Background: an optimization exercise with open tools, aiming at small area, a short achievable clock period and few clock cycles per item. Do not read the settings as production practice.
The RTL was checked by simulation tests, not by an equivalence proof against the original design.
Power and IR drop assume default switching activity.

==> flow/design.v (outline; a module is shown in full before it is edited, if it fits) <==
// module seqpolar: 644 lines
module seqpolar(i_clk, i_reset, i_stb, i_xval, i_yval, i_aux, o_busy,
		o_done, o_mag, o_phase, o_aux);
  // ...
==> flow/flow/run.sh <==
#!/bin/bash
set -euo pipefail
export BUFFER_PORTS_ARGS="-buffer_cell sky130_fd_sc_hd__buf_1"
bash standard.sh > standard_flow.log 2>&1
==> flow/standard.sh <==
#!/bin/bash
# synth_recipe.tcl (not shown) runs the flow's synth.tcl, then flattens the netlist and writes it again
# the make line also repeats each setting of config.mk as NAME=value (left out here)
make -C /OpenROAD-flow-scripts/flow DESIGN_CONFIG=/design/flow/config.mk WORK_HOME=/design/flow/orfs CLKGATE_MAP_FILE= SYNTH_SCRIPT=/design/flow/synth_recipe.tcl "${@:-finish}"
==> flow/config.mk <==
export PLATFORM = sky130hd
export DESIGN_NAME = seqpolar
export DESIGN_NICKNAME = seqpolar
export VERILOG_FILES = /design/flow/design.v
export SDC_FILE = /design/flow/constraint.sdc
export NUM_CORES = 4
export LEC_CHECK = 0
export CAP_MARGIN = 20
export CORE_MARGIN = 2
export CORE_UTILIZATION = 40
export CTS_BUF_LIST = sky130_fd_sc_hd__clkbuf_8
export SETUP_SLACK_MARGIN = 3.0
export SLEW_MARGIN = 20
==> flow/constraint.sdc <==
create_clock -name core_clock -period 7.0 [get_ports {i_clk}]
set_input_delay 1.4000 -clock core_clock [delete_from_list [all_inputs] [get_ports {i_clk}]]
set_output_delay 1.4000 -clock core_clock [all_outputs]
set_load 0.01 [all_outputs]
==> results.cfg, run 1 <==
[logic_synthesis]
ys_top_cells_by_count = nand2_1, nor2_1, a21oi_1
synth_edf_count = 1
async_flop_share_pct = 0
synth_top_area_share_pct = 20.7
ys_ff_latch = 127
synth_largest_area_cell = dfxtp_1

[run]
drv_cap = 0

[clock_network]
clockRootBuffer = clkbuf_8
cts_buffers = 17

[power]
p_clk_mw = 0.717
power.leakage_nw = 6.16
seqPwrFrac_pct = 16.5
comb_cell_power_mw = 6.89
finalPower_mw = 9.11

[outcome]
status = no timing/DRC/antenna violations

[detailed_routing]
first_iter_violations = 1065
vias = 12200
ant_nets = 0

[final_layout]
buffers_excl_clock = 238
multi_input_area_share_pct = 64.0
top_register = yn
area_dominant_class = multi-input gates

[hold_path]
hold_class = register to register

[floorplanning]
die-height_um = 179

[placement]
place_area_um2 = 12500

[critical_path]
endpoint_kind = register
required_ns = 7.35

[global_routing]
antenna_found_initial = 0
grt_pass1_vias = 11400
Testbench counts, summed over its fixed seeds: cycles 18,182, items 512.
==> module seqpolar, before the edit <==
module seqpolar(i_clk, i_reset, i_stb, i_xval, i_yval, i_aux, o_busy,
		o_done, o_mag, o_phase, o_aux);
	input	wire		i_clk, i_reset, i_stb;
	input	wire	[28:0]	i_xval, i_yval;
	input	wire		i_aux;
	output	wire		o_busy;
	output	reg		o_done;
	output	wire	[25:0]	o_mag;
	output	wire	[25:0]	o_phase;
	output	reg		o_aux;
	reg		busy;
	reg		rot;		 
	reg		k5;
	reg	[3:0]	sa;		 
	reg	[3:0]	san;		 
	reg	[7:0]	sc;		 
	reg		kbig;		 
	reg	[33:0]	xv;		 
	reg	[39:4]	yn;		 
	reg	[35:1]	ph;		 
	wire	sx = i_xval[28], sy = i_yval[28];
	wire	[33:0]	ex = { {1{sx}}, i_xval, 4'b0 };
	wire	[39:4]	ey = { {7{sy}}, i_yval };
	wire	[33:0]	ld_x = sx ? { {2{sx}}, i_xval, 3'b0 } : ex;
	wire	[35:1]	ld_p = { !sx, !(sx^sy), 33'h1c7c6e34f };
	wire		d = yn[39];			 
	wire	[35:0]	y0 = { yn[35:4], 4'b0 };
	wire	[35:0]	ya0a = ({36{sa[0]}} & y0) |
			({36{sa[1]}} & { {2{y0[35]}}, y0[35:2] }) |
			({36{sa[2]}} & { {4{y0[35]}}, y0[35:4] }) |
			({36{sa[3]}} & { {6{y0[35]}}, y0[35:6] });
	wire	[35:0]	ya0b = ({36{!san[0]}} & y0) |
			({36{!san[1]}} & { {2{y0[35]}}, y0[35:2] }) |
			({36{!san[2]}} & { {4{y0[35]}}, y0[35:4] }) |
			({36{!san[3]}} & { {6{y0[35]}}, y0[35:6] });
	wire	[35:0]	ya0 = { ya0b[35:18], ya0a[17:0] };
	wire	[35:0]	yb0 = ({36{sc[0]}} & ya0) |
			({36{sc[1]}} & { {8{ya0[35]}}, ya0[35:8] }) |
			({36{sc[2]}} & { {16{ya0[35]}}, ya0[35:16] }) |
			({36{sc[3]}} & { {24{ya0[35]}}, ya0[35:24] }) |
			({36{sc[4]}} & { {32{ya0[35]}}, ya0[35:32] });
	wire	[33:0]	ysh = kbig ? {34{d}} : yb0[33:0];
	wire	[33:0]	xmask;
	assign	xmask[0] = !k5 & ((sc[0] & sa[0]));
	assign	xmask[1] = !k5 & ((sc[0] & |sa[1:0]));
	assign	xmask[2] = !k5 & ((sc[0] & |sa[2:0]));
	assign	xmask[3] = !k5 & ((sc[0] & |sa[3:0]));
	assign	xmask[4] = !k5 & (sc[0] | (sc[1] & sa[0]));
	assign	xmask[5] = !k5 & (sc[0] | (sc[1] & |sa[1:0]));
	assign	xmask[6] = !k5 & (sc[0] | (sc[1] & |sa[2:0]));
	assign	xmask[7] = !k5 & (sc[0] | (sc[1] & |sa[3:0]));
	assign	xmask[8] = !k5 & (|sc[1:0] | (sc[2] & sa[0]));
	assign	xmask[9] = !k5 & (|sc[1:0] | (sc[2] & |sa[1:0]));
	assign	xmask[10] = !k5 & (|sc[1:0] | (sc[2] & |sa[2:0]));
	assign	xmask[11] = !k5 & (|sc[1:0] | (sc[2] & |sa[3:0]));
	assign	xmask[12] = !k5 & (|sc[2:0] | (sc[3] & sa[0]));
	assign	xmask[13] = !k5 & (|sc[2:0] | (sc[3] & |sa[1:0]));
	assign	xmask[14] = !k5 & (|sc[2:0] | (sc[3] & |sa[2:0]));
	assign	xmask[15] = !k5 & (|sc[2:0] | (sc[3] & |sa[3:0]));
	assign	xmask[16] = !k5 & (|sc[3:0] | (sc[4] & sa[0]));
	assign	xmask[17] = !k5 & (|sc[3:0] | (sc[4] & |sa[1:0]));
	assign	xmask[18] = !k5 & (|sc[3:0] | (sc[4] & |sa[2:0]));
	assign	xmask[19] = !k5 & (|sc[3:0] | (sc[4] & |sa[3:0]));
	assign	xmask[20] = !k5 & (|sc[4:0] | (sc[5] & sa[0]));
	assign	xmask[21] = !k5 & (|sc[4:0] | (sc[5] & |sa[1:0]));
	assign	xmask[22] = !k5 & (|sc[4:0] | (sc[5] & |sa[2:0]));
	assign	xmask[23] = !k5 & (|sc[4:0] | (sc[5] & |sa[3:0]));
	assign	xmask[24] = !k5 & (|sc[5:0] | (sc[6] & sa[0]));
	assign	xmask[25] = !k5 & (|sc[5:0] | (sc[6] & |sa[1:0]));
	assign	xmask[26] = !k5 & (|sc[5:0] | (sc[6] & |sa[2:0]));
	assign	xmask[27] = !k5 & (|sc[5:0] | (sc[6] & |sa[3:0]));
	assign	xmask[28] = !k5 & (|sc[6:0] | (sc[7] & sa[0]));
	assign	xmask[29] = !k5 & (|sc[6:0] | (sc[7] & |sa[1:0]));
	assign	xmask[30] = !k5 & (|sc[6:0] | (sc[7] & |sa[2:0]));
	assign	xmask[31] = !k5 & (|sc[6:0] | (sc[7] & |sa[3:0]));
	assign	xmask[32] = !k5 | sa[0];
	assign	xmask[33] = !k5 | |sa[1:0];
	wire	[33:0]	xm = xv & xmask;
	wire		last = k5 & sa[1];		 
	wire	[9:0]	x34 = xv[9:0] + {9'b0, d};
	wire		rnd = last && (x34[9] || (x34[7:0] != 8'd0));
	wire	[33:0]	xop = (ysh ^ {34{d}}) | {25'b0, rnd, 8'b0};
	wire	[33:0]	xa = xv & {34{!rot}};
	wire	[33:0]	xn_s_a = xa;
	wire	[33:0]	xn_s_b = xop;
	wire	[33:0]	xn_s_p = xn_s_a ^ xn_s_b;
	wire	[33:0]	xn_s_g = xn_s_a & xn_s_b;
	wire	xn_s_ci = d;
	wire xn_s_g0c = xn_s_g[0] | (xn_s_p[0] & xn_s_ci);
	wire xn_s_g0 = xn_s_g[1] | (xn_s_p[1] & xn_s_g0c);
	wire xn_s_p0 = xn_s_p[1] & xn_s_p[0];
	wire xn_s_g1 = xn_s_g[3] | (xn_s_p[3] & xn_s_g[2]);
	wire xn_s_p1 = xn_s_p[3] & xn_s_p[2];
	wire xn_s_g2 = xn_s_g[5] | (xn_s_p[5] & xn_s_g[4]);
	wire xn_s_p2 = xn_s_p[5] & xn_s_p[4];
	wire xn_s_g3 = xn_s_g[7] | (xn_s_p[7] & xn_s_g[6]);
	wire xn_s_p3 = xn_s_p[7] & xn_s_p[6];
	wire xn_s_g4 = xn_s_g[9] | (xn_s_p[9] & xn_s_g[8]);
	wire xn_s_p4 = xn_s_p[9] & xn_s_p[8];
	wire xn_s_g5 = xn_s_g[11] | (xn_s_p[11] & xn_s_g[10]);
	wire xn_s_p5 = xn_s_p[11] & xn_s_p[10];
	wire xn_s_g6 = xn_s_g[13] | (xn_s_p[13] & xn_s_g[12]);
	wire xn_s_p6 = xn_s_p[13] & xn_s_p[12];
	wire xn_s_g7 = xn_s_g[15] | (xn_s_p[15] & xn_s_g[14]);
	wire xn_s_p7 = xn_s_p[15] & xn_s_p[14];
	wire xn_s_g8 = xn_s_g[17] | (xn_s_p[17] & xn_s_g[16]);
	wire xn_s_p8 = xn_s_p[17] & xn_s_p[16];
	wire xn_s_g9 = xn_s_g[19] | (xn_s_p[19] & xn_s_g[18]);
	wire xn_s_p9 = xn_s_p[19] & xn_s_p[18];
	wire xn_s_g10 = xn_s_g[21] | (xn_s_p[21] & xn_s_g[20]);
	wire xn_s_p10 = xn_s_p[21] & xn_s_p[20];
	wire xn_s_g11 = xn_s_g[23] | (xn_s_p[23] & xn_s_g[22]);
	wire xn_s_p11 = xn_s_p[23] & xn_s_p[22];
	wire xn_s_g12 = xn_s_g[25] | (xn_s_p[25] & xn_s_g[24]);
	wire xn_s_p12 = xn_s_p[25] & xn_s_p[24];
	wire xn_s_g13 = xn_s_g[27] | (xn_s_p[27] & xn_s_g[26]);
	wire xn_s_p13 = xn_s_p[27] & xn_s_p[26];
	wire xn_s_g14 = xn_s_g[29] | (xn_s_p[29] & xn_s_g[28]);
	wire xn_s_p14 = xn_s_p[29] & xn_s_p[28];
	wire xn_s_g15 = xn_s_g[31] | (xn_s_p[31] & xn_s_g[30]);
	wire xn_s_p15 = xn_s_p[31] & xn_s_p[30];
	wire xn_s_g16 = xn_s_g[2] | (xn_s_p[2] & xn_s_g0);
	wire xn_s_p16 = xn_s_p[2] & xn_s_p0;
	wire xn_s_g17 = xn_s_g1 | (xn_s_p1 & xn_s_g0);
	wire xn_s_p17 = xn_s_p1 & xn_s_p0;
	wire xn_s_g18 = xn_s_g[6] | (xn_s_p[6] & xn_s_g2);
	wire xn_s_p18 = xn_s_p[6] & xn_s_p2;
	wire xn_s_g19 = xn_s_g3 | (xn_s_p3 & xn_s_g2);
	wire xn_s_p19 = xn_s_p3 & xn_s_p2;
	wire xn_s_g20 = xn_s_g[10] | (xn_s_p[10] & xn_s_g4);
	wire xn_s_p20 = xn_s_p[10] & xn_s_p4;
	wire xn_s_g21 = xn_s_g5 | (xn_s_p5 & xn_s_g4);
	wire xn_s_p21 = xn_s_p5 & xn_s_p4;
	wire xn_s_g22 = xn_s_g[14] | (xn_s_p[14] & xn_s_g6);
	wire xn_s_p22 = xn_s_p[14] & xn_s_p6;
	wire xn_s_g23 = xn_s_g7 | (xn_s_p7 & xn_s_g6);
	wire xn_s_p23 = xn_s_p7 & xn_s_p6;
	wire xn_s_g24 = xn_s_g[18] | (xn_s_p[18] & xn_s_g8);
	wire xn_s_p24 = xn_s_p[18] & xn_s_p8;
	wire xn_s_g25 = xn_s_g9 | (xn_s_p9 & xn_s_g8);
	wire xn_s_p25 = xn_s_p9 & xn_s_p8;
	wire xn_s_g26 = xn_s_g[22] | (xn_s_p[22] & xn_s_g10);
	wire xn_s_p26 = xn_s_p[22] & xn_s_p10;
	wire xn_s_g27 = xn_s_g11 | (xn_s_p11 & xn_s_g10);
	wire xn_s_p27 = xn_s_p11 & xn_s_p10;
	wire xn_s_g28 = xn_s_g[26] | (xn_s_p[26] & xn_s_g12);
	wire xn_s_p28 = xn_s_p[26] & xn_s_p12;
	wire xn_s_g29 = xn_s_g13 | (xn_s_p13 & xn_s_g12);
	wire xn_s_p29 = xn_s_p13 & xn_s_p12;
	wire xn_s_g30 = xn_s_g[30] | (xn_s_p[30] & xn_s_g14);
	wire xn_s_p30 = xn_s_p[30] & xn_s_p14;
	wire xn_s_g31 = xn_s_g15 | (xn_s_p15 & xn_s_g14);
	wire xn_s_p31 = xn_s_p15 & xn_s_p14;
	wire xn_s_g32 = xn_s_g[4] | (xn_s_p[4] & xn_s_g17);
	wire xn_s_p32 = xn_s_p[4] & xn_s_p17;
	wire xn_s_g33 = xn_s_g2 | (xn_s_p2 & xn_s_g17);
	wire xn_s_p33 = xn_s_p2 & xn_s_p17;
	wire xn_s_g34 = xn_s_g18 | (xn_s_p18 & xn_s_g17);
	wire xn_s_p34 = xn_s_p18 & xn_s_p17;
	wire xn_s_g35 = xn_s_g19 | (xn_s_p19 & xn_s_g17);
	wire xn_s_p35 = xn_s_p19 & xn_s_p17;
	wire xn_s_g36 = xn_s_g[12] | (xn_s_p[12] & xn_s_g21);
	wire xn_s_p36 = xn_s_p[12] & xn_s_p21;
	wire xn_s_g37 = xn_s_g6 | (xn_s_p6 & xn_s_g21);
	wire xn_s_p37 = xn_s_p6 & xn_s_p21;
	wire xn_s_g38 = xn_s_g22 | (xn_s_p22 & xn_s_g21);
	wire xn_s_p38 = xn_s_p22 & xn_s_p21;
	wire xn_s_g39 = xn_s_g23 | (xn_s_p23 & xn_s_g21);
	wire xn_s_p39 = xn_s_p23 & xn_s_p21;
	wire xn_s_g40 = xn_s_g[20] | (xn_s_p[20] & xn_s_g25);
	wire xn_s_p40 = xn_s_p[20] & xn_s_p25;
	wire xn_s_g41 = xn_s_g10 | (xn_s_p10 & xn_s_g25);
	wire xn_s_p41 = xn_s_p10 & xn_s_p25;
	wire xn_s_g42 = xn_s_g26 | (xn_s_p26 & xn_s_g25);
	wire xn_s_p42 = xn_s_p26 & xn_s_p25;
	wire xn_s_g43 = xn_s_g27 | (xn_s_p27 & xn_s_g25);
	wire xn_s_p43 = xn_s_p27 & xn_s_p25;
	wire xn_s_g44 = xn_s_g[28] | (xn_s_p[28] & xn_s_g29);
	wire xn_s_p44 = xn_s_p[28] & xn_s_p29;
	wire xn_s_g45 = xn_s_g14 | (xn_s_p14 & xn_s_g29);
	wire xn_s_p45 = xn_s_p14 & xn_s_p29;
	wire xn_s_g46 = xn_s_g30 | (xn_s_p30 & xn_s_g29);
	wire xn_s_p46 = xn_s_p30 & xn_s_p29;
	wire xn_s_g47 = xn_s_g31 | (xn_s_p31 & xn_s_g29);
	wire xn_s_p47 = xn_s_p31 & xn_s_p29;
	wire xn_s_g48 = xn_s_g[8] | (xn_s_p[8] & xn_s_g35);
	wire xn_s_p48 = xn_s_p[8] & xn_s_p35;
	wire xn_s_g49 = xn_s_g4 | (xn_s_p4 & xn_s_g35);
	wire xn_s_p49 = xn_s_p4 & xn_s_p35;
	wire xn_s_g50 = xn_s_g20 | (xn_s_p20 & xn_s_g35);
	wire xn_s_p50 = xn_s_p20 & xn_s_p35;
	wire xn_s_g51 = xn_s_g21 | (xn_s_p21 & xn_s_g35);
	wire xn_s_p51 = xn_s_p21 & xn_s_p35;
	wire xn_s_g52 = xn_s_g36 | (xn_s_p36 & xn_s_g35);
	wire xn_s_p52 = xn_s_p36 & xn_s_p35;
	wire xn_s_g53 = xn_s_g37 | (xn_s_p37 & xn_s_g35);
	wire xn_s_p53 = xn_s_p37 & xn_s_p35;
	wire xn_s_g54 = xn_s_g38 | (xn_s_p38 & xn_s_g35);
	wire xn_s_p54 = xn_s_p38 & xn_s_p35;
	wire xn_s_g55 = xn_s_g39 | (xn_s_p39 & xn_s_g35);
	wire xn_s_p55 = xn_s_p39 & xn_s_p35;
	wire xn_s_g56 = xn_s_g[24] | (xn_s_p[24] & xn_s_g43);
	wire xn_s_p56 = xn_s_p[24] & xn_s_p43;
	wire xn_s_g57 = xn_s_g12 | (xn_s_p12 & xn_s_g43);
	wire xn_s_p57 = xn_s_p12 & xn_s_p43;
	wire xn_s_g58 = xn_s_g28 | (xn_s_p28 & xn_s_g43);
	wire xn_s_p58 = xn_s_p28 & xn_s_p43;
	wire xn_s_g59 = xn_s_g29 | (xn_s_p29 & xn_s_g43);
	wire xn_s_p59 = xn_s_p29 & xn_s_p43;
	wire xn_s_g60 = xn_s_g44 | (xn_s_p44 & xn_s_g43);
	wire xn_s_p60 = xn_s_p44 & xn_s_p43;
	wire xn_s_g61 = xn_s_g45 | (xn_s_p45 & xn_s_g43);
	wire xn_s_p61 = xn_s_p45 & xn_s_p43;
	wire xn_s_g62 = xn_s_g46 | (xn_s_p46 & xn_s_g43);
	wire xn_s_p62 = xn_s_p46 & xn_s_p43;
	wire xn_s_g63 = xn_s_g47 | (xn_s_p47 & xn_s_g43);
	wire xn_s_p63 = xn_s_p47 & xn_s_p43;
	wire xn_s_g64 = xn_s_g[16] | (xn_s_p[16] & xn_s_g55);
	wire xn_s_p64 = xn_s_p[16] & xn_s_p55;
	wire xn_s_g65 = xn_s_g8 | (xn_s_p8 & xn_s_g55);
	wire xn_s_p65 = xn_s_p8 & xn_s_p55;
	wire xn_s_g66 = xn_s_g24 | (xn_s_p24 & xn_s_g55);
	wire xn_s_p66 = xn_s_p24 & xn_s_p55;
	wire xn_s_g67 = xn_s_g25 | (xn_s_p25 & xn_s_g55);
	wire xn_s_p67 = xn_s_p25 & xn_s_p55;
	wire xn_s_g68 = xn_s_g40 | (xn_s_p40 & xn_s_g55);
	wire xn_s_p68 = xn_s_p40 & xn_s_p55;
	wire xn_s_g69 = xn_s_g41 | (xn_s_p41 & xn_s_g55);
	wire xn_s_p69 = xn_s_p41 & xn_s_p55;
	wire xn_s_g70 = xn_s_g42 | (xn_s_p42 & xn_s_g55);
	wire xn_s_p70 = xn_s_p42 & xn_s_p55;
	wire xn_s_g71 = xn_s_g43 | (xn_s_p43 & xn_s_g55);
	wire xn_s_p71 = xn_s_p43 & xn_s_p55;
	wire xn_s_g72 = xn_s_g56 | (xn_s_p56 & xn_s_g55);
	wire xn_s_p72 = xn_s_p56 & xn_s_p55;
	wire xn_s_g73 = xn_s_g57 | (xn_s_p57 & xn_s_g55);
	wire xn_s_p73 = xn_s_p57 & xn_s_p55;
	wire xn_s_g74 = xn_s_g58 | (xn_s_p58 & xn_s_g55);
	wire xn_s_p74 = xn_s_p58 & xn_s_p55;
	wire xn_s_g75 = xn_s_g59 | (xn_s_p59 & xn_s_g55);
	wire xn_s_p75 = xn_s_p59 & xn_s_p55;
	wire xn_s_g76 = xn_s_g60 | (xn_s_p60 & xn_s_g55);
	wire xn_s_p76 = xn_s_p60 & xn_s_p55;
	wire xn_s_g77 = xn_s_g61 | (xn_s_p61 & xn_s_g55);
	wire xn_s_p77 = xn_s_p61 & xn_s_p55;
	wire xn_s_g78 = xn_s_g62 | (xn_s_p62 & xn_s_g55);
	wire xn_s_p78 = xn_s_p62 & xn_s_p55;
	wire xn_s_g79 = xn_s_g63 | (xn_s_p63 & xn_s_g55);
	wire xn_s_p79 = xn_s_p63 & xn_s_p55;
	wire xn_s_g80 = xn_s_g[32] | (xn_s_p[32] & xn_s_g79);
	wire xn_s_p80 = xn_s_p[32] & xn_s_p79;
	wire	[33:0]	xn_s_c = {xn_s_g80, xn_s_g79, xn_s_g78, xn_s_g77, xn_s_g76, xn_s_g75, xn_s_g74, xn_s_g73, xn_s_g72, xn_s_g71, xn_s_g70, xn_s_g69, xn_s_g68, xn_s_g67, xn_s_g66, xn_s_g65, xn_s_g64, xn_s_g55, xn_s_g54, xn_s_g53, xn_s_g52, xn_s_g51, xn_s_g50, xn_s_g49, xn_s_g48, xn_s_g35, xn_s_g34, xn_s_g33, xn_s_g32, xn_s_g17, xn_s_g16, xn_s_g0, xn_s_g0c, xn_s_ci};
	wire	[33:0]	xn_s = xn_s_p ^ xn_s_c;
	wire	[33:0]	xn = xn_s;
	wire	[38:3]	ya = { yn[38:4], 1'b0 } & {36{!rot}};
	wire	[38:3]	yop = { {5{rot & xv[33]}}, xm[33:3] } ^ {36{!d}};
	wire	[35:0]	ynn_s_a = ya;
	wire	[35:0]	ynn_s_b = yop;
	wire	[35:0]	ynn_s_p = ynn_s_a ^ ynn_s_b;
	wire	[35:0]	ynn_s_g = ynn_s_a & ynn_s_b;
	wire	ynn_s_ci = !d;
	wire ynn_s_g0c = ynn_s_g[0] | (ynn_s_p[0] & ynn_s_ci);
	wire ynn_s_g0 = ynn_s_g[1] | (ynn_s_p[1] & ynn_s_g0c);
	wire ynn_s_p0 = ynn_s_p[1] & ynn_s_p[0];
	wire ynn_s_g1 = ynn_s_g[3] | (ynn_s_p[3] & ynn_s_g[2]);
	wire ynn_s_p1 = ynn_s_p[3] & ynn_s_p[2];
	wire ynn_s_g2 = ynn_s_g[5] | (ynn_s_p[5] & ynn_s_g[4]);
	wire ynn_s_p2 = ynn_s_p[5] & ynn_s_p[4];
	wire ynn_s_g3 = ynn_s_g[7] | (ynn_s_p[7] & ynn_s_g[6]);
	wire ynn_s_p3 = ynn_s_p[7] & ynn_s_p[6];
	wire ynn_s_g4 = ynn_s_g[9] | (ynn_s_p[9] & ynn_s_g[8]);
	wire ynn_s_p4 = ynn_s_p[9] & ynn_s_p[8];
	wire ynn_s_g5 = ynn_s_g[11] | (ynn_s_p[11] & ynn_s_g[10]);
	wire ynn_s_p5 = ynn_s_p[11] & ynn_s_p[10];
	wire ynn_s_g6 = ynn_s_g[13] | (ynn_s_p[13] & ynn_s_g[12]);
	wire ynn_s_p6 = ynn_s_p[13] & ynn_s_p[12];
	wire ynn_s_g7 = ynn_s_g[15] | (ynn_s_p[15] & ynn_s_g[14]);
	wire ynn_s_p7 = ynn_s_p[15] & ynn_s_p[14];
	wire ynn_s_g8 = ynn_s_g[17] | (ynn_s_p[17] & ynn_s_g[16]);
	wire ynn_s_p8 = ynn_s_p[17] & ynn_s_p[16];
	wire ynn_s_g9 = ynn_s_g[19] | (ynn_s_p[19] & ynn_s_g[18]);
	wire ynn_s_p9 = ynn_s_p[19] & ynn_s_p[18];
	wire ynn_s_g10 = ynn_s_g[21] | (ynn_s_p[21] & ynn_s_g[20]);
	wire ynn_s_p10 = ynn_s_p[21] & ynn_s_p[20];
	wire ynn_s_g11 = ynn_s_g[23] | (ynn_s_p[23] & ynn_s_g[22]);
	wire ynn_s_p11 = ynn_s_p[23] & ynn_s_p[22];
	wire ynn_s_g12 = ynn_s_g[25] | (ynn_s_p[25] & ynn_s_g[24]);
	wire ynn_s_p12 = ynn_s_p[25] & ynn_s_p[24];
	wire ynn_s_g13 = ynn_s_g[27] | (ynn_s_p[27] & ynn_s_g[26]);
	wire ynn_s_p13 = ynn_s_p[27] & ynn_s_p[26];
	wire ynn_s_g14 = ynn_s_g[29] | (ynn_s_p[29] & ynn_s_g[28]);
	wire ynn_s_p14 = ynn_s_p[29] & ynn_s_p[28];
	wire ynn_s_g15 = ynn_s_g[31] | (ynn_s_p[31] & ynn_s_g[30]);
	wire ynn_s_p15 = ynn_s_p[31] & ynn_s_p[30];
	wire ynn_s_g16 = ynn_s_g[33] | (ynn_s_p[33] & ynn_s_g[32]);
	wire ynn_s_p16 = ynn_s_p[33] & ynn_s_p[32];
	wire ynn_s_g17 = ynn_s_g[2] | (ynn_s_p[2] & ynn_s_g0);
	wire ynn_s_p17 = ynn_s_p[2] & ynn_s_p0;
	wire ynn_s_g18 = ynn_s_g1 | (ynn_s_p1 & ynn_s_g0);
	wire ynn_s_p18 = ynn_s_p1 & ynn_s_p0;
	wire ynn_s_g19 = ynn_s_g[6] | (ynn_s_p[6] & ynn_s_g2);
	wire ynn_s_p19 = ynn_s_p[6] & ynn_s_p2;
	wire ynn_s_g20 = ynn_s_g3 | (ynn_s_p3 & ynn_s_g2);
	wire ynn_s_p20 = ynn_s_p3 & ynn_s_p2;
	wire ynn_s_g21 = ynn_s_g[10] | (ynn_s_p[10] & ynn_s_g4);
	wire ynn_s_p21 = ynn_s_p[10] & ynn_s_p4;
	wire ynn_s_g22 = ynn_s_g5 | (ynn_s_p5 & ynn_s_g4);
	wire ynn_s_p22 = ynn_s_p5 & ynn_s_p4;
	wire ynn_s_g23 = ynn_s_g[14] | (ynn_s_p[14] & ynn_s_g6);
	wire ynn_s_p23 = ynn_s_p[14] & ynn_s_p6;
	wire ynn_s_g24 = ynn_s_g7 | (ynn_s_p7 & ynn_s_g6);
	wire ynn_s_p24 = ynn_s_p7 & ynn_s_p6;
	wire ynn_s_g25 = ynn_s_g[18] | (ynn_s_p[18] & ynn_s_g8);
	wire ynn_s_p25 = ynn_s_p[18] & ynn_s_p8;
	wire ynn_s_g26 = ynn_s_g9 | (ynn_s_p9 & ynn_s_g8);
	wire ynn_s_p26 = ynn_s_p9 & ynn_s_p8;
	wire ynn_s_g27 = ynn_s_g[22] | (ynn_s_p[22] & ynn_s_g10);
	wire ynn_s_p27 = ynn_s_p[22] & ynn_s_p10;
	wire ynn_s_g28 = ynn_s_g11 | (ynn_s_p11 & ynn_s_g10);
	wire ynn_s_p28 = ynn_s_p11 & ynn_s_p10;
	wire ynn_s_g29 = ynn_s_g[26] | (ynn_s_p[26] & ynn_s_g12);
	wire ynn_s_p29 = ynn_s_p[26] & ynn_s_p12;
	wire ynn_s_g30 = ynn_s_g13 | (ynn_s_p13 & ynn_s_g12);
	wire ynn_s_p30 = ynn_s_p13 & ynn_s_p12;
	wire ynn_s_g31 = ynn_s_g[30] | (ynn_s_p[30] & ynn_s_g14);
	wire ynn_s_p31 = ynn_s_p[30] & ynn_s_p14;
	wire ynn_s_g32 = ynn_s_g15 | (ynn_s_p15 & ynn_s_g14);
	wire ynn_s_p32 = ynn_s_p15 & ynn_s_p14;
	wire ynn_s_g33 = ynn_s_g[34] | (ynn_s_p[34] & ynn_s_g16);
	wire ynn_s_p33 = ynn_s_p[34] & ynn_s_p16;
	wire ynn_s_g34 = ynn_s_g[4] | (ynn_s_p[4] & ynn_s_g18);
	wire ynn_s_p34 = ynn_s_p[4] & ynn_s_p18;
	wire ynn_s_g35 = ynn_s_g2 | (ynn_s_p2 & ynn_s_g18);
	wire ynn_s_p35 = ynn_s_p2 & ynn_s_p18;
	wire ynn_s_g36 = ynn_s_g19 | (ynn_s_p19 & ynn_s_g18);
	wire ynn_s_p36 = ynn_s_p19 & ynn_s_p18;
	wire ynn_s_g37 = ynn_s_g20 | (ynn_s_p20 & ynn_s_g18);
	wire ynn_s_p37 = ynn_s_p20 & ynn_s_p18;
	wire ynn_s_g38 = ynn_s_g[12] | (ynn_s_p[12] & ynn_s_g22);
	wire ynn_s_p38 = ynn_s_p[12] & ynn_s_p22;
	wire ynn_s_g39 = ynn_s_g6 | (ynn_s_p6 & ynn_s_g22);
	wire ynn_s_p39 = ynn_s_p6 & ynn_s_p22;
	wire ynn_s_g40 = ynn_s_g23 | (ynn_s_p23 & ynn_s_g22);
	wire ynn_s_p40 = ynn_s_p23 & ynn_s_p22;
	wire ynn_s_g41 = ynn_s_g24 | (ynn_s_p24 & ynn_s_g22);
	wire ynn_s_p41 = ynn_s_p24 & ynn_s_p22;
	wire ynn_s_g42 = ynn_s_g[20] | (ynn_s_p[20] & ynn_s_g26);
	wire ynn_s_p42 = ynn_s_p[20] & ynn_s_p26;
	wire ynn_s_g43 = ynn_s_g10 | (ynn_s_p10 & ynn_s_g26);
	wire ynn_s_p43 = ynn_s_p10 & ynn_s_p26;
	wire ynn_s_g44 = ynn_s_g27 | (ynn_s_p27 & ynn_s_g26);
	wire ynn_s_p44 = ynn_s_p27 & ynn_s_p26;
	wire ynn_s_g45 = ynn_s_g28 | (ynn_s_p28 & ynn_s_g26);
	wire ynn_s_p45 = ynn_s_p28 & ynn_s_p26;
	wire ynn_s_g46 = ynn_s_g[28] | (ynn_s_p[28] & ynn_s_g30);
	wire ynn_s_p46 = ynn_s_p[28] & ynn_s_p30;
	wire ynn_s_g47 = ynn_s_g14 | (ynn_s_p14 & ynn_s_g30);
	wire ynn_s_p47 = ynn_s_p14 & ynn_s_p30;
	wire ynn_s_g48 = ynn_s_g31 | (ynn_s_p31 & ynn_s_g30);
	wire ynn_s_p48 = ynn_s_p31 & ynn_s_p30;
	wire ynn_s_g49 = ynn_s_g32 | (ynn_s_p32 & ynn_s_g30);
	wire ynn_s_p49 = ynn_s_p32 & ynn_s_p30;
	wire ynn_s_g50 = ynn_s_g[8] | (ynn_s_p[8] & ynn_s_g37);
	wire ynn_s_p50 = ynn_s_p[8] & ynn_s_p37;
	wire ynn_s_g51 = ynn_s_g4 | (ynn_s_p4 & ynn_s_g37);
	wire ynn_s_p51 = ynn_s_p4 & ynn_s_p37;
	wire ynn_s_g52 = ynn_s_g21 | (ynn_s_p21 & ynn_s_g37);
	wire ynn_s_p52 = ynn_s_p21 & ynn_s_p37;
	wire ynn_s_g53 = ynn_s_g22 | (ynn_s_p22 & ynn_s_g37);
	wire ynn_s_p53 = ynn_s_p22 & ynn_s_p37;
	wire ynn_s_g54 = ynn_s_g38 | (ynn_s_p38 & ynn_s_g37);
	wire ynn_s_p54 = ynn_s_p38 & ynn_s_p37;
	wire ynn_s_g55 = ynn_s_g39 | (ynn_s_p39 & ynn_s_g37);
	wire ynn_s_p55 = ynn_s_p39 & ynn_s_p37;
	wire ynn_s_g56 = ynn_s_g40 | (ynn_s_p40 & ynn_s_g37);
	wire ynn_s_p56 = ynn_s_p40 & ynn_s_p37;
	wire ynn_s_g57 = ynn_s_g41 | (ynn_s_p41 & ynn_s_g37);
	wire ynn_s_p57 = ynn_s_p41 & ynn_s_p37;
	wire ynn_s_g58 = ynn_s_g[24] | (ynn_s_p[24] & ynn_s_g45);
	wire ynn_s_p58 = ynn_s_p[24] & ynn_s_p45;
	wire ynn_s_g59 = ynn_s_g12 | (ynn_s_p12 & ynn_s_g45);
	wire ynn_s_p59 = ynn_s_p12 & ynn_s_p45;
	wire ynn_s_g60 = ynn_s_g29 | (ynn_s_p29 & ynn_s_g45);
	wire ynn_s_p60 = ynn_s_p29 & ynn_s_p45;
	wire ynn_s_g61 = ynn_s_g30 | (ynn_s_p30 & ynn_s_g45);
	wire ynn_s_p61 = ynn_s_p30 & ynn_s_p45;
	wire ynn_s_g62 = ynn_s_g46 | (ynn_s_p46 & ynn_s_g45);
	wire ynn_s_p62 = ynn_s_p46 & ynn_s_p45;
	wire ynn_s_g63 = ynn_s_g47 | (ynn_s_p47 & ynn_s_g45);
	wire ynn_s_p63 = ynn_s_p47 & ynn_s_p45;
	wire ynn_s_g64 = ynn_s_g48 | (ynn_s_p48 & ynn_s_g45);
	wire ynn_s_p64 = ynn_s_p48 & ynn_s_p45;
	wire ynn_s_g65 = ynn_s_g49 | (ynn_s_p49 & ynn_s_g45);
	wire ynn_s_p65 = ynn_s_p49 & ynn_s_p45;
	wire ynn_s_g66 = ynn_s_g[16] | (ynn_s_p[16] & ynn_s_g57);
	wire ynn_s_p66 = ynn_s_p[16] & ynn_s_p57;
	wire ynn_s_g67 = ynn_s_g8 | (ynn_s_p8 & ynn_s_g57);
	wire ynn_s_p67 = ynn_s_p8 & ynn_s_p57;
	wire ynn_s_g68 = ynn_s_g25 | (ynn_s_p25 & ynn_s_g57);
	wire ynn_s_p68 = ynn_s_p25 & ynn_s_p57;
	wire ynn_s_g69 = ynn_s_g26 | (ynn_s_p26 & ynn_s_g57);
	wire ynn_s_p69 = ynn_s_p26 & ynn_s_p57;
	wire ynn_s_g70 = ynn_s_g42 | (ynn_s_p42 & ynn_s_g57);
	wire ynn_s_p70 = ynn_s_p42 & ynn_s_p57;
	wire ynn_s_g71 = ynn_s_g43 | (ynn_s_p43 & ynn_s_g57);
	wire ynn_s_p71 = ynn_s_p43 & ynn_s_p57;
	wire ynn_s_g72 = ynn_s_g44 | (ynn_s_p44 & ynn_s_g57);
	wire ynn_s_p72 = ynn_s_p44 & ynn_s_p57;
	wire ynn_s_g73 = ynn_s_g45 | (ynn_s_p45 & ynn_s_g57);
	wire ynn_s_p73 = ynn_s_p45 & ynn_s_p57;
	wire ynn_s_g74 = ynn_s_g58 | (ynn_s_p58 & ynn_s_g57);
	wire ynn_s_p74 = ynn_s_p58 & ynn_s_p57;
	wire ynn_s_g75 = ynn_s_g59 | (ynn_s_p59 & ynn_s_g57);
	wire ynn_s_p75 = ynn_s_p59 & ynn_s_p57;
	wire ynn_s_g76 = ynn_s_g60 | (ynn_s_p60 & ynn_s_g57);
	wire ynn_s_p76 = ynn_s_p60 & ynn_s_p57;
	wire ynn_s_g77 = ynn_s_g61 | (ynn_s_p61 & ynn_s_g57);
	wire ynn_s_p77 = ynn_s_p61 & ynn_s_p57;
	wire ynn_s_g78 = ynn_s_g62 | (ynn_s_p62 & ynn_s_g57);
	wire ynn_s_p78 = ynn_s_p62 & ynn_s_p57;
	wire ynn_s_g79 = ynn_s_g63 | (ynn_s_p63 & ynn_s_g57);
	wire ynn_s_p79 = ynn_s_p63 & ynn_s_p57;
	wire ynn_s_g80 = ynn_s_g64 | (ynn_s_p64 & ynn_s_g57);
	wire ynn_s_p80 = ynn_s_p64 & ynn_s_p57;
	wire ynn_s_g81 = ynn_s_g65 | (ynn_s_p65 & ynn_s_g57);
	wire ynn_s_p81 = ynn_s_p65 & ynn_s_p57;
	wire ynn_s_g82 = ynn_s_g[32] | (ynn_s_p[32] & ynn_s_g81);
	wire ynn_s_p82 = ynn_s_p[32] & ynn_s_p81;
	wire ynn_s_g83 = ynn_s_g16 | (ynn_s_p16 & ynn_s_g81);
	wire ynn_s_p83 = ynn_s_p16 & ynn_s_p81;
	wire ynn_s_g84 = ynn_s_g33 | (ynn_s_p33 & ynn_s_g81);
	wire ynn_s_p84 = ynn_s_p33 & ynn_s_p81;
	wire	[35:0]	ynn_s_c = {ynn_s_g84, ynn_s_g83, ynn_s_g82, ynn_s_g81, ynn_s_g80, ynn_s_g79, ynn_s_g78, ynn_s_g77, ynn_s_g76, ynn_s_g75, ynn_s_g74, ynn_s_g73, ynn_s_g72, ynn_s_g71, ynn_s_g70, ynn_s_g69, ynn_s_g68, ynn_s_g67, ynn_s_g66, ynn_s_g57, ynn_s_g56, ynn_s_g55, ynn_s_g54, ynn_s_g53, ynn_s_g52, ynn_s_g51, ynn_s_g50, ynn_s_g37, ynn_s_g36, ynn_s_g35, ynn_s_g34, ynn_s_g18, ynn_s_g17, ynn_s_g0, ynn_s_g0c, ynn_s_ci};
	wire	[35:0]	ynn_s = ynn_s_p ^ ynn_s_c;
	wire	[38:3]	ynn = ynn_s;
	wire	[34:0]	ang =
		({35{!k5 & sc[0] & sa[1]}} & 35'h12e4051da) |
		({35{!k5 & sc[0] & sa[2]}} & 35'h09fb385b5) |
		({35{!k5 & sc[0] & sa[3]}} & 35'h051111d41) |
		({35{!k5 & sc[1] & sa[0]}} & 35'h028b0d430) |
		({35{!k5 & sc[1] & sa[1]}} & 35'h0145d7e15) |
		({35{!k5 & sc[1] & sa[2]}} & 35'h00a2f61e5) |
		({35{!k5 & sc[1] & sa[3]}} & 35'h00517c551) |
		({35{!k5 & sc[2] & sa[0]}} & 35'h0028be534) |
		({35{!k5 & sc[2] & sa[1]}} & 35'h00145f2eb) |
		({35{!k5 & sc[2] & sa[2]}} & 35'h000a2f980) |
		({35{!k5 & sc[2] & sa[3]}} & 35'h000517cc1) |
		({35{!k5 & sc[3] & sa[0]}} & 35'h00028be60) |
		({35{!k5 & sc[3] & sa[1]}} & 35'h000145f30) |
		({35{!k5 & sc[3] & sa[2]}} & 35'h0000a2f98) |
		({35{!k5 & sc[3] & sa[3]}} & 35'h0000517cc) |
		({35{!k5 & sc[4] & sa[0]}} & 35'h000028be6) |
		({35{!k5 & sc[4] & sa[1]}} & 35'h0000145f3) |
		({35{!k5 & sc[4] & sa[2]}} & 35'h00000a2f9) |
		({35{!k5 & sc[4] & sa[3]}} & 35'h00000517c) |
		({35{!k5 & sc[5] & sa[0]}} & 35'h0000028be) |
		({35{!k5 & sc[5] & sa[1]}} & 35'h00000145f) |
		({35{!k5 & sc[5] & sa[2]}} & 35'h000000a2f) |
		({35{!k5 & sc[5] & sa[3]}} & 35'h000000517) |
		({35{!k5 & sc[6] & sa[0]}} & 35'h00000028b) |
		({35{!k5 & sc[6] & sa[1]}} & 35'h000000145) |
		({35{!k5 & sc[6] & sa[2]}} & 35'h0000000a2) |
		({35{!k5 & sc[6] & sa[3]}} & 35'h000000051) |
		({35{!k5 & sc[7] & sa[0]}} & 35'h000000028) |
		({35{!k5 & sc[7] & sa[1]}} & 35'h000000014) |
		({35{!k5 & sc[7] & sa[2]}} & 35'h00000000a) |
		({35{!k5 & sc[7] & sa[3]}} & 35'h000000005) |
		({35{k5 & sa[0]}} & 35'h000000002) |
		({35{k5 & sa[1]}} & 35'h000000001);
	wire	[34:0]	pn_s_a = ph;
	wire	[34:0]	pn_s_b = (ang & {35{!d}});
	wire	[34:0]	pn_s_p = pn_s_a ^ pn_s_b;
	wire	[34:0]	pn_s_g = pn_s_a & pn_s_b;
	wire	pn_s_ci = 1'b0;
	wire pn_s_g0c = pn_s_g[0] | (pn_s_p[0] & pn_s_ci);
	wire pn_s_g0 = pn_s_g[1] | (pn_s_p[1] & pn_s_g0c);
	wire pn_s_p0 = pn_s_p[1] & pn_s_p[0];
	wire pn_s_g1 = pn_s_g[3] | (pn_s_p[3] & pn_s_g[2]);
	wire pn_s_p1 = pn_s_p[3] & pn_s_p[2];
	wire pn_s_g2 = pn_s_g[5] | (pn_s_p[5] & pn_s_g[4]);
	wire pn_s_p2 = pn_s_p[5] & pn_s_p[4];
	wire pn_s_g3 = pn_s_g[7] | (pn_s_p[7] & pn_s_g[6]);
	wire pn_s_p3 = pn_s_p[7] & pn_s_p[6];
	wire pn_s_g4 = pn_s_g[9] | (pn_s_p[9] & pn_s_g[8]);
	wire pn_s_p4 = pn_s_p[9] & pn_s_p[8];
	wire pn_s_g5 = pn_s_g[11] | (pn_s_p[11] & pn_s_g[10]);
	wire pn_s_p5 = pn_s_p[11] & pn_s_p[10];
	wire pn_s_g6 = pn_s_g[13] | (pn_s_p[13] & pn_s_g[12]);
	wire pn_s_p6 = pn_s_p[13] & pn_s_p[12];
	wire pn_s_g7 = pn_s_g[15] | (pn_s_p[15] & pn_s_g[14]);
	wire pn_s_p7 = pn_s_p[15] & pn_s_p[14];
	wire pn_s_g8 = pn_s_g[17] | (pn_s_p[17] & pn_s_g[16]);
	wire pn_s_p8 = pn_s_p[17] & pn_s_p[16];
	wire pn_s_g9 = pn_s_g[19] | (pn_s_p[19] & pn_s_g[18]);
	wire pn_s_p9 = pn_s_p[19] & pn_s_p[18];
	wire pn_s_g10 = pn_s_g[21] | (pn_s_p[21] & pn_s_g[20]);
	wire pn_s_p10 = pn_s_p[21] & pn_s_p[20];
	wire pn_s_g11 = pn_s_g[23] | (pn_s_p[23] & pn_s_g[22]);
	wire pn_s_p11 = pn_s_p[23] & pn_s_p[22];
	wire pn_s_g12 = pn_s_g[25] | (pn_s_p[25] & pn_s_g[24]);
	wire pn_s_p12 = pn_s_p[25] & pn_s_p[24];
	wire pn_s_g13 = pn_s_g[27] | (pn_s_p[27] & pn_s_g[26]);
	wire pn_s_p13 = pn_s_p[27] & pn_s_p[26];
	wire pn_s_g14 = pn_s_g[29] | (pn_s_p[29] & pn_s_g[28]);
	wire pn_s_p14 = pn_s_p[29] & pn_s_p[28];
	wire pn_s_g15 = pn_s_g[31] | (pn_s_p[31] & pn_s_g[30]);
	wire pn_s_p15 = pn_s_p[31] & pn_s_p[30];
	wire pn_s_g16 = pn_s_g[33] | (pn_s_p[33] & pn_s_g[32]);
	wire pn_s_p16 = pn_s_p[33] & pn_s_p[32];
	wire pn_s_g17 = pn_s_g1 | (pn_s_p1 & pn_s_g0);
	wire pn_s_p17 = pn_s_p1 & pn_s_p0;
	wire pn_s_g18 = pn_s_g3 | (pn_s_p3 & pn_s_g2);
	wire pn_s_p18 = pn_s_p3 & pn_s_p2;
	wire pn_s_g19 = pn_s_g5 | (pn_s_p5 & pn_s_g4);
	wire pn_s_p19 = pn_s_p5 & pn_s_p4;
	wire pn_s_g20 = pn_s_g7 | (pn_s_p7 & pn_s_g6);
	wire pn_s_p20 = pn_s_p7 & pn_s_p6;
	wire pn_s_g21 = pn_s_g9 | (pn_s_p9 & pn_s_g8);
	wire pn_s_p21 = pn_s_p9 & pn_s_p8;
	wire pn_s_g22 = pn_s_g11 | (pn_s_p11 & pn_s_g10);
	wire pn_s_p22 = pn_s_p11 & pn_s_p10;
	wire pn_s_g23 = pn_s_g13 | (pn_s_p13 & pn_s_g12);
	wire pn_s_p23 = pn_s_p13 & pn_s_p12;
	wire pn_s_g24 = pn_s_g15 | (pn_s_p15 & pn_s_g14);
	wire pn_s_p24 = pn_s_p15 & pn_s_p14;
	wire pn_s_g25 = pn_s_g18 | (pn_s_p18 & pn_s_g17);
	wire pn_s_p25 = pn_s_p18 & pn_s_p17;
	wire pn_s_g26 = pn_s_g20 | (pn_s_p20 & pn_s_g19);
	wire pn_s_p26 = pn_s_p20 & pn_s_p19;
	wire pn_s_g27 = pn_s_g22 | (pn_s_p22 & pn_s_g21);
	wire pn_s_p27 = pn_s_p22 & pn_s_p21;
	wire pn_s_g28 = pn_s_g24 | (pn_s_p24 & pn_s_g23);
	wire pn_s_p28 = pn_s_p24 & pn_s_p23;
	wire pn_s_g29 = pn_s_g26 | (pn_s_p26 & pn_s_g25);
	wire pn_s_p29 = pn_s_p26 & pn_s_p25;
	wire pn_s_g30 = pn_s_g28 | (pn_s_p28 & pn_s_g27);
	wire pn_s_p30 = pn_s_p28 & pn_s_p27;
	wire pn_s_g31 = pn_s_g30 | (pn_s_p30 & pn_s_g29);
	wire pn_s_p31 = pn_s_p30 & pn_s_p29;
	wire pn_s_g32 = pn_s_g27 | (pn_s_p27 & pn_s_g29);
	wire pn_s_p32 = pn_s_p27 & pn_s_p29;
	wire pn_s_g33 = pn_s_g19 | (pn_s_p19 & pn_s_g25);
	wire pn_s_p33 = pn_s_p19 & pn_s_p25;
	wire pn_s_g34 = pn_s_g21 | (pn_s_p21 & pn_s_g29);
	wire pn_s_p34 = pn_s_p21 & pn_s_p29;
	wire pn_s_g35 = pn_s_g23 | (pn_s_p23 & pn_s_g32);
	wire pn_s_p35 = pn_s_p23 & pn_s_p32;
	wire pn_s_g36 = pn_s_g2 | (pn_s_p2 & pn_s_g17);
	wire pn_s_p36 = pn_s_p2 & pn_s_p17;
	wire pn_s_g37 = pn_s_g4 | (pn_s_p4 & pn_s_g25);
	wire pn_s_p37 = pn_s_p4 & pn_s_p25;
	wire pn_s_g38 = pn_s_g6 | (pn_s_p6 & pn_s_g33);
	wire pn_s_p38 = pn_s_p6 & pn_s_p33;
	wire pn_s_g39 = pn_s_g8 | (pn_s_p8 & pn_s_g29);
	wire pn_s_p39 = pn_s_p8 & pn_s_p29;
	wire pn_s_g40 = pn_s_g10 | (pn_s_p10 & pn_s_g34);
	wire pn_s_p40 = pn_s_p10 & pn_s_p34;
	wire pn_s_g41 = pn_s_g12 | (pn_s_p12 & pn_s_g32);
	wire pn_s_p41 = pn_s_p12 & pn_s_p32;
	wire pn_s_g42 = pn_s_g14 | (pn_s_p14 & pn_s_g35);
	wire pn_s_p42 = pn_s_p14 & pn_s_p35;
	wire pn_s_g43 = pn_s_g16 | (pn_s_p16 & pn_s_g31);
	wire pn_s_p43 = pn_s_p16 & pn_s_p31;
	wire pn_s_g44 = pn_s_g[2] | (pn_s_p[2] & pn_s_g0);
	wire pn_s_p44 = pn_s_p[2] & pn_s_p0;
	wire pn_s_g45 = pn_s_g[4] | (pn_s_p[4] & pn_s_g17);
	wire pn_s_p45 = pn_s_p[4] & pn_s_p17;
	wire pn_s_g46 = pn_s_g[6] | (pn_s_p[6] & pn_s_g36);
	wire pn_s_p46 = pn_s_p[6] & pn_s_p36;
	wire pn_s_g47 = pn_s_g[8] | (pn_s_p[8] & pn_s_g25);
	wire pn_s_p47 = pn_s_p[8] & pn_s_p25;
	wire pn_s_g48 = pn_s_g[10] | (pn_s_p[10] & pn_s_g37);
	wire pn_s_p48 = pn_s_p[10] & pn_s_p37;
	wire pn_s_g49 = pn_s_g[12] | (pn_s_p[12] & pn_s_g33);
	wire pn_s_p49 = pn_s_p[12] & pn_s_p33;
	wire pn_s_g50 = pn_s_g[14] | (pn_s_p[14] & pn_s_g38);
	wire pn_s_p50 = pn_s_p[14] & pn_s_p38;
	wire pn_s_g51 = pn_s_g[16] | (pn_s_p[16] & pn_s_g29);
	wire pn_s_p51 = pn_s_p[16] & pn_s_p29;
	wire pn_s_g52 = pn_s_g[18] | (pn_s_p[18] & pn_s_g39);
	wire pn_s_p52 = pn_s_p[18] & pn_s_p39;
	wire pn_s_g53 = pn_s_g[20] | (pn_s_p[20] & pn_s_g34);
	wire pn_s_p53 = pn_s_p[20] & pn_s_p34;
	wire pn_s_g54 = pn_s_g[22] | (pn_s_p[22] & pn_s_g40);
	wire pn_s_p54 = pn_s_p[22] & pn_s_p40;
	wire pn_s_g55 = pn_s_g[24] | (pn_s_p[24] & pn_s_g32);
	wire pn_s_p55 = pn_s_p[24] & pn_s_p32;
	wire pn_s_g56 = pn_s_g[26] | (pn_s_p[26] & pn_s_g41);
	wire pn_s_p56 = pn_s_p[26] & pn_s_p41;
	wire pn_s_g57 = pn_s_g[28] | (pn_s_p[28] & pn_s_g35);
	wire pn_s_p57 = pn_s_p[28] & pn_s_p35;
	wire pn_s_g58 = pn_s_g[30] | (pn_s_p[30] & pn_s_g42);
	wire pn_s_p58 = pn_s_p[30] & pn_s_p42;
	wire pn_s_g59 = pn_s_g[32] | (pn_s_p[32] & pn_s_g31);
	wire pn_s_p59 = pn_s_p[32] & pn_s_p31;
	wire	[34:0]	pn_s_c = {pn_s_g43, pn_s_g59, pn_s_g31, pn_s_g58, pn_s_g42, pn_s_g57, pn_s_g35, pn_s_g56, pn_s_g41, pn_s_g55, pn_s_g32, pn_s_g54, pn_s_g40, pn_s_g53, pn_s_g34, pn_s_g52, pn_s_g39, pn_s_g51, pn_s_g29, pn_s_g50, pn_s_g38, pn_s_g49, pn_s_g33, pn_s_g48, pn_s_g37, pn_s_g47, pn_s_g25, pn_s_g46, pn_s_g36, pn_s_g45, pn_s_g17, pn_s_g44, pn_s_g0, pn_s_g0c, pn_s_ci};
	wire	[34:0]	pn_s = pn_s_p ^ pn_s_c;
	wire	[35:1]	pn = pn_s;
	wire	load = i_stb && !busy;
	wire	[3:0]	sa_nx = rot ? sa : { sa[2:0], sa[3] };
	wire	[7:0]	scn = (rot || !sa[3]) ? sc : { sc[6:0], sc[7] };
	wire		k5n = k5 || (!rot && sa[3] && sc[7]);
	always @(posedge i_clk)
	begin
		if (load) begin
			xv <= ld_x;
			yn <= ey;
			rot <= sx;
			ph <= ld_p;
			k5 <= 1'b0;
			sa <= 4'b0001;
			san <= 4'b1110;
			sc <= 8'b00000001;
			kbig <= 1'b0;
		end else begin
			xv <= xn;
			yn <= ynn;
			ph <= pn;
			k5 <= k5n;
			sa <= sa_nx;
			san <= ~sa_nx;
			sc <= scn;
			kbig <= k5n || (|scn[7:5]) || (scn[4] && (sa_nx[2] || sa_nx[3]));
			rot <= 1'b0;
		end
	end
	always @(posedge i_clk)
	if (load)
		o_aux <= i_aux;
	always @(posedge i_clk)
	if (i_reset) begin
		busy   <= 1'b0;
		o_done <= 1'b0;
	end else begin
		o_done <= busy && last;
		if (load)
			busy <= 1'b1;
		else if (last)
			busy <= 1'b0;
	end
	assign	o_busy  = busy;
	assign	o_mag   = xv[33:8];
	assign	o_phase = ph[35:10];
endmodule
==> inputs of run 2 (changes only) <==
--- a/flow/design.v
+++ b/flow/design.v
@@ -13,7 +13,6 @@
 	reg		rot;		 
 	reg		k5;
 	reg	[3:0]	sa;		 
-	reg	[3:0]	san;		 
 	reg	[7:0]	sc;		 
 	reg		kbig;		 
 	reg	[33:0]	xv;		 
@@ -26,21 +25,47 @@
 	wire	[35:1]	ld_p = { !sx, !(sx^sy), 33'h1c7c6e34f };
 	wire		d = yn[39];			 
 	wire	[35:0]	y0 = { yn[35:4], 4'b0 };
-	wire	[35:0]	ya0a = ({36{sa[0]}} & y0) |
+	wire	[35:0]	ya0 = ({36{sa[0]}} & y0) |
 			({36{sa[1]}} & { {2{y0[35]}}, y0[35:2] }) |
 			({36{sa[2]}} & { {4{y0[35]}}, y0[35:4] }) |
 			({36{sa[3]}} & { {6{y0[35]}}, y0[35:6] });
-	wire	[35:0]	ya0b = ({36{!san[0]}} & y0) |
-			({36{!san[1]}} & { {2{y0[35]}}, y0[35:2] }) |
-			({36{!san[2]}} & { {4{y0[35]}}, y0[35:4] }) |
-			({36{!san[3]}} & { {6{y0[35]}}, y0[35:6] });
-	wire	[35:0]	ya0 = { ya0b[35:18], ya0a[17:0] };
-	wire	[35:0]	yb0 = ({36{sc[0]}} & ya0) |
-			({36{sc[1]}} & { {8{ya0[35]}}, ya0[35:8] }) |
-			({36{sc[2]}} & { {16{ya0[35]}}, ya0[35:16] }) |
-			({36{sc[3]}} & { {24{ya0[35]}}, ya0[35:24] }) |
-			({36{sc[4]}} & { {32{ya0[35]}}, ya0[35:32] });
-	wire	[33:0]	ysh = kbig ? {34{d}} : yb0[33:0];
+	wire		ysg = y0[35];
+	wire	[33:0]	yb0;
+	assign	yb0[0] = (sc[0] & ya0[0]) | (sc[1] & ya0[8]) | (sc[2] & ya0[16]) | (sc[3] & ya0[24]) | (sc[4] & ya0[32]);
+	assign	yb0[1] = (sc[0] & ya0[1]) | (sc[1] & ya0[9]) | (sc[2] & ya0[17]) | (sc[3] & ya0[25]) | (sc[4] & ya0[33]);
+	assign	yb0[2] = (sc[0] & ya0[2]) | (sc[1] & ya0[10]) | (sc[2] & ya0[18]) | (sc[3] & ya0[26]) | (sc[4] & ya0[34]);
+	assign	yb0[3] = (sc[0] & ya0[3]) | (sc[1] & ya0[11]) | (sc[2] & ya0[19]) | (sc[3] & ya0[27]) | (sc[4] & ya0[35]);
+	assign	yb0[4] = (sc[0] & ya0[4]) | (sc[1] & ya0[12]) | (sc[2] & ya0[20]) | (sc[3] & ya0[28]) | (ysg & (sc[4]));
+	assign	yb0[5] = (sc[0] & ya0[5]) | (sc[1] & ya0[13]) | (sc[2] & ya0[21]) | (sc[3] & ya0[29]) | (ysg & (sc[4]));
+	assign	yb0[6] = (sc[0] & ya0[6]) | (sc[1] & ya0[14]) | (sc[2] & ya0[22]) | (sc[3] & ya0[30]) | (ysg & (sc[4]));
+	assign	yb0[7] = (sc[0] & ya0[7]) | (sc[1] & ya0[15]) | (sc[2] & ya0[23]) | (sc[3] & ya0[31]) | (ysg & (sc[4]));
+	assign	yb0[8] = (sc[0] & ya0[8]) | (sc[1] & ya0[16]) | (sc[2] & ya0[24]) | (sc[3] & ya0[32]) | (ysg & (sc[4]));
+	assign	yb0[9] = (sc[0] & ya0[9]) | (sc[1] & ya0[17]) | (sc[2] & ya0[25]) | (sc[3] & ya0[33]) | (ysg & (sc[4]));
+	assign	yb0[10] = (sc[0] & ya0[10]) | (sc[1] & ya0[18]) | (sc[2] & ya0[26]) | (sc[3] & ya0[34]) | (ysg & (sc[4]));
+	assign	yb0[11] = (sc[0] & ya0[11]) | (sc[1] & ya0[19]) | (sc[2] & ya0[27]) | (sc[3] & ya0[35]) | (ysg & (sc[4]));
+	assign	yb0[12] = (sc[0] & ya0[12]) | (sc[1] & ya0[20]) | (sc[2] & ya0[28]) | (ysg & (sc[3] | sc[4]));
+	assign	yb0[13] = (sc[0] & ya0[13]) | (sc[1] & ya0[21]) | (sc[2] & ya0[29]) | (ysg & (sc[3] | sc[4]));
+	assign	yb0[14] = (sc[0] & ya0[14]) | (sc[1] & ya0[22]) | (sc[2] & ya0[30]) | (ysg & (sc[3] | sc[4]));
+	assign	yb0[15] = (sc[0] & ya0[15]) | (sc[1] & ya0[23]) | (sc[2] & ya0[31]) | (ysg & (sc[3] | sc[4]));
+	assign	yb0[16] = (sc[0] & ya0[16]) | (sc[1] & ya0[24]) | (sc[2] & ya0[32]) | (ysg & (sc[3] | sc[4]));
+	assign	yb0[17] = (sc[0] & ya0[17]) | (sc[1] & ya0[25]) | (sc[2] & ya0[33]) | (ysg & (sc[3] | sc[4]));
+	assign	yb0[18] = (sc[0] & ya0[18]) | (sc[1] & ya0[26]) | (sc[2] & ya0[34]) | (ysg & (sc[3] | sc[4]));
+	assign	yb0[19] = (sc[0] & ya0[19]) | (sc[1] & ya0[27]) | (sc[2] & ya0[35]) | (ysg & (sc[3] | sc[4]));
+	assign	yb0[20] = (sc[0] & ya0[20]) | (sc[1] & ya0[28]) | (ysg & (sc[2] | sc[3] | sc[4]));
+	assign	yb0[21] = (sc[0] & ya0[21]) | (sc[1] & ya0[29]) | (ysg & (sc[2] | sc[3] | sc[4]));
+	assign	yb0[22] = (sc[0] & ya0[22]) | (sc[1] & ya0[30]) | (ysg & (sc[2] | sc[3] | sc[4]));
+	assign	yb0[23] = (sc[0] & ya0[23]) | (sc[1] & ya0[31]) | (ysg & (sc[2] | sc[3] | sc[4]));
+	assign	yb0[24] = (sc[0] & ya0[24]) | (sc[1] & ya0[32]) | (ysg & (sc[2] | sc[3] | sc[4]));
+	assign	yb0[25] = (sc[0] & ya0[25]) | (sc[1] & ya0[33]) | (ysg & (sc[2] | sc[3] | sc[4]));
+	assign	yb0[26] = (sc[0] & ya0[26]) | (sc[1] & ya0[34]) | (ysg & (sc[2] | sc[3] | sc[4]));
+	assign	yb0[27] = (sc[0] & ya0[27]) | (sc[1] & ya0[35]) | (ysg & (sc[2] | sc[3] | sc[4]));
+	assign	yb0[28] = (sc[0] & ya0[28]) | (ysg & (sc[1] | sc[2] | sc[3] | sc[4]));
+	assign	yb0[29] = (sc[0] & ya0[29]) | (ysg & (sc[1] | sc[2] | sc[3] | sc[4]));
+	assign	yb0[30] = (sc[0] & ya0[30]) | (ysg & (sc[1] | sc[2] | sc[3] | sc[4]));
+	assign	yb0[31] = (sc[0] & ya0[31]) | (ysg & (sc[1] | sc[2] | sc[3] | sc[4]));
+	assign	yb0[32] = (sc[0] & ya0[32]) | (ysg & (sc[1] | sc[2] | sc[3] | sc[4]));
+	assign	yb0[33] = (sc[0] & ya0[33]) | (ysg & (sc[1] | sc[2] | sc[3] | sc[4]));
+	wire	[33:0]	ysh = kbig ? {34{d}} : yb0;
 	wire	[33:0]	xmask;
 	assign	xmask[0] = !k5 & ((sc[0] & sa[0]));
 	assign	xmask[1] = !k5 & ((sc[0] & |sa[1:0]));
@@ -598,7 +623,7 @@
 	wire	[34:0]	pn_s = pn_s_p ^ pn_s_c;
 	wire	[35:1]	pn = pn_s;
 	wire	load = i_stb && !busy;
-	wire	[3:0]	sa_nx = rot ? sa : { sa[2:0], sa[3] };
+	wire	[3:0]	san = rot ? sa : { sa[2:0], sa[3] };
 	wire	[7:0]	scn = (rot || !sa[3]) ? sc : { sc[6:0], sc[7] };
 	wire		k5n = k5 || (!rot && sa[3] && sc[7]);
 	always @(posedge i_clk)
@@ -610,7 +635,6 @@
 			ph <= ld_p;
 			k5 <= 1'b0;
 			sa <= 4'b0001;
-			san <= 4'b1110;
 			sc <= 8'b00000001;
 			kbig <= 1'b0;
 		end else begin
@@ -618,10 +642,9 @@
 			yn <= ynn;
 			ph <= pn;
 			k5 <= k5n;
-			sa <= sa_nx;
-			san <= ~sa_nx;
+			sa <= san;
 			sc <= scn;
-			kbig <= k5n || (|scn[7:5]) || (scn[4] && (sa_nx[2] || sa_nx[3]));
+			kbig <= k5n || (|scn[7:5]) || (scn[4] && (san[2] || san[3]));
 			rot <= 1'b0;
 		end
 	end
--- a/flow/config.mk
+++ b/flow/config.mk
@@ -9,5 +9,5 @@
 export CORE_MARGIN = 2
 export CORE_UTILIZATION = 40
 export CTS_BUF_LIST = sky130_fd_sc_hd__clkbuf_8
-export SETUP_SLACK_MARGIN = 3.0
+export SETUP_SLACK_MARGIN = 2.6
 export SLEW_MARGIN = 20
==> results.cfg, run 2 <==
[detailed_routing]
wirelength_mm = 40.9
first_iter_violations = 1310
vias = 12000
drcViolationCount = 0
viasPerCell = 5.89
wl_per_cell_um = 20.0
first_pass_iters = 8
ant_nets = 0

[final_layout]
n_fill_cell = 3007
most-common-layout-cells = nand2_1, a21oi_1, nor2_1, buf_1, dfxtp_1
fin_cells = 2041
seqCellArea_um2 = 2500
fin_util_pct = 47.6
area_growth_pct = 17.5
multi_input_area_um2 = 9220
largest_reg_flops = 36
top_register = yn
drive_above_1_share_pct = 15.4
layout_commonest_cell = nand2_1
antenna_cells = 0
finalInstanceArea_um2 = 14100
largestRegisters = yn (36), ph (35), xv (34)
final_nets = 1828

[logic_synthesis]
ys_ff_latch = 123
syn_inst = 1566
ys_types = 71
seq_area_frac_synth_pct = 20.6
synth_edf_count = 1
synth_top_area_share_pct = 20.3
synth_area_um2 = 12000
yosys_warnings = 1
yosysMostFrequentCell = nand2_1
synth_nets = 1755
ys_top_cells_by_count = nand2_1, a21oi_1, nor2_1
synth_largest_area_cell = dfxtp_1
synthFlopType = dfxtp_1
yosys-top-cells-area = dfxtp_1, ha_1, xnor2_1, a21oi_1, nand2_1
async_flop_share_pct = 0
synth_area_per_cell_um2 = 7.67

[timing]
fin_worst_skew_ns = 0.0325
slew_headroom_pct = 50.3
setup_violations = 0
period_share_pct = 63.7
timing.fmax_ghz = 0.224
tightestPinTransition_ns = 0.736
final-max-slew-violation-count = 0
rsz0062_at_grt = yes
setup_tns_ns = 0
layout_min_cycle_time_ns = 4.46
hold_violations = 0

[critical_path]
cp_max_fo = 25
start_kind = register
endpoint_kind = register
crit_slowest_cell = dfxtp_4
critical_path_class = register to register
crit_chain = buf_12 > bufbuf_16 > a22oi_1 > nand2_1 > a22oi_1 > nand3_1 > xnor2_1 > nor2_1 > ha_1 > a21oi_1 > nor2b_1 > o21ai_0 > nand2_1 > o311ai_4 > a31oi_4 > o41ai_4 > inv_1 > a21oi_2 > fa_2 > xnor2_2 > xnor2_1 > o21ai_1
max_stage_delay_ns = 0.37
required_ns = 7.35
crit_buf_inv = 3
crit_family = compound AO/OA/AOI/OAI gates
crit_arrival_ns = 4.81

[clock_network]
cts_max_level = 4
clockRootBuffer = clkbuf_8
clk_pin_slew_ns = 0.09
cts_buffers = 17
tritoncts = built
hold_buffers = 0
clock_latency_ns = 0.51
clock_path_buffers = 2
cts.sinks = 123

[global_routing]
grt_pass1_vias = 11200
track_usage_pct = 25.0
grt_max_degree = 57
antenna_found_initial = 0
grt_first_pass_wirelength_mm = 61.0
grt_overflow = 0

[power]
power.leakage_nw = 5.76
p_per_area_nw_per_um2 = 613
ir_drop_v = 0.000224
finalPower_mw = 8.65

[floorplanning]
die-height_um = 177
die_w_um = 177
initial_core_util_pct = 40.5
pin_count = 117
placementRows = 63
core_um2 = 29600
die-area_um2 = 31400

[placement]
dp_hpwl_mm = 28.7
gp_congestion = 0.977
place_area_um2 = 12400
portBuffers = 116
dpl.cell_count = 1941

[run]
drv_cap = 0

[outcome]
status = no timing/DRC/antenna violations

[hold_path]
hold_class = register to register
==> run 2: path summary, 6_finish.rpt <==
kind	start	endpoint	slack, ns	cells past startpoint
worst max-delay path	sa[3]	xv[33]	2.54	22
worst min-delay path	busy	o_done	0.51	1
worst max register to register	sa[3]	xv[33]	2.54	22
worst min register to register	busy	o_done	0.51	1
==> run 2: layout make-up <==
class / instances / share of cell area, %
inverter: 38 / 1.10
timing repair buffer: 202 / 9.42
clock inverter: 14 / 1.23
sequential: 123 / 17.8
multi-input combinational: 1257 / 65.4
tap: 390 / 3.46
clock buffer: 17 / 1.66
==> run 2: worst reg2reg max path: cells and delay by family, from the launching register on <==
family          cells  cell delay, ns
flops               1            0.37
buf+inv             3            0.51
fa+ha+maj           2            0.58
xor+xnor            3            0.43
simple gates        5            0.61
compound gates      9            1.83
==> run 2: cells by family (layout without fill, tap and decap cells) <==
kind of cell / after synthesis / count (layout) / synth area share [%]
xor+xnor: 121 / 121 / 8.83
flops: 123 / 123 / 20.6
mux: 23 / 23 / 1.94
simple gates: 529 / 529 / 21.2
buf+inv: 186 / 271 / 7.44
fa+ha+maj: 127 / 127 / 15.0
compound gates: 457 / 457 / 24.9
==> run 2: report_power, final <==
part	switching (mW)	internal (mW)	leakage, nW	total [mW]
sequential	0.452	1.05	1.03	1.50
combinational	3.48	2.96	4.53	6.45
clock	0.349	0.351	0.194	0.700
==> run 2: timing repair <==
item	4_1_cts	5_1_grt
resized for setup	81	95
setup buffers	32	32
pin swaps	31	44
endpoints found under the setup margin	61	32
gates cloned	3	2
==> run 2: metal layers <==
metal / wire length [um] / global-route usage [%]
met1: 17100 / 31.0
met2: 19100 / 41.8
met3: 2740 / 4.42
met4: 1970 / 12.3
met5: 0 / 0
==> run 2: through the flow <==
stage | setup slack [ns] | hold slack, ns
after floorplan | 2.63 | 0.509
after global placement | 1.41 | 0.495
after detailed placement | 1.27 | 0.503
after CTS | 2.47 | 0.508
after global routing | 2.30 | 0.545
final | 2.54 | 0.508
Testbench counts of run 2, summed over its fixed seeds: cycles 18,182, items 512.

## what the ideal ports hide
The flow's constraints put no driver on any port. The routed layouts listed below were extracted and timed again, unchanged, in two steps.
Step 1: set_driving_cell puts a clkbuf_16 on i_clk and a buf_2 on each other input, an assumption about the parent block.
Step 2 also shifts input and output timing later by t, the mid clock arrival at the registers, as if the neighbouring blocks saw the same clock.
Slacks: ideal ports / drivers / drivers and shift; pairs: ideal ports / drivers.
| run | t (ns) | setup WS [ns] | worst hold slack (ns) | worst setup path after step 2 | worst register clock-pin slew, ns |
|---|---|---|---|---|---|
| run 1 | 0.537 | 2.574 / 2.574 / 2.574 | 0.507 / 0.507 / 0.507 | register to register | 0.10 / 0.10 |
| run 2 | 0.536 | 2.540 / 2.540 / 2.540 | 0.508 / 0.508 / 0.508 | register to register | 0.11 / 0.11 |
After both steps every run listed still meets setup and hold.
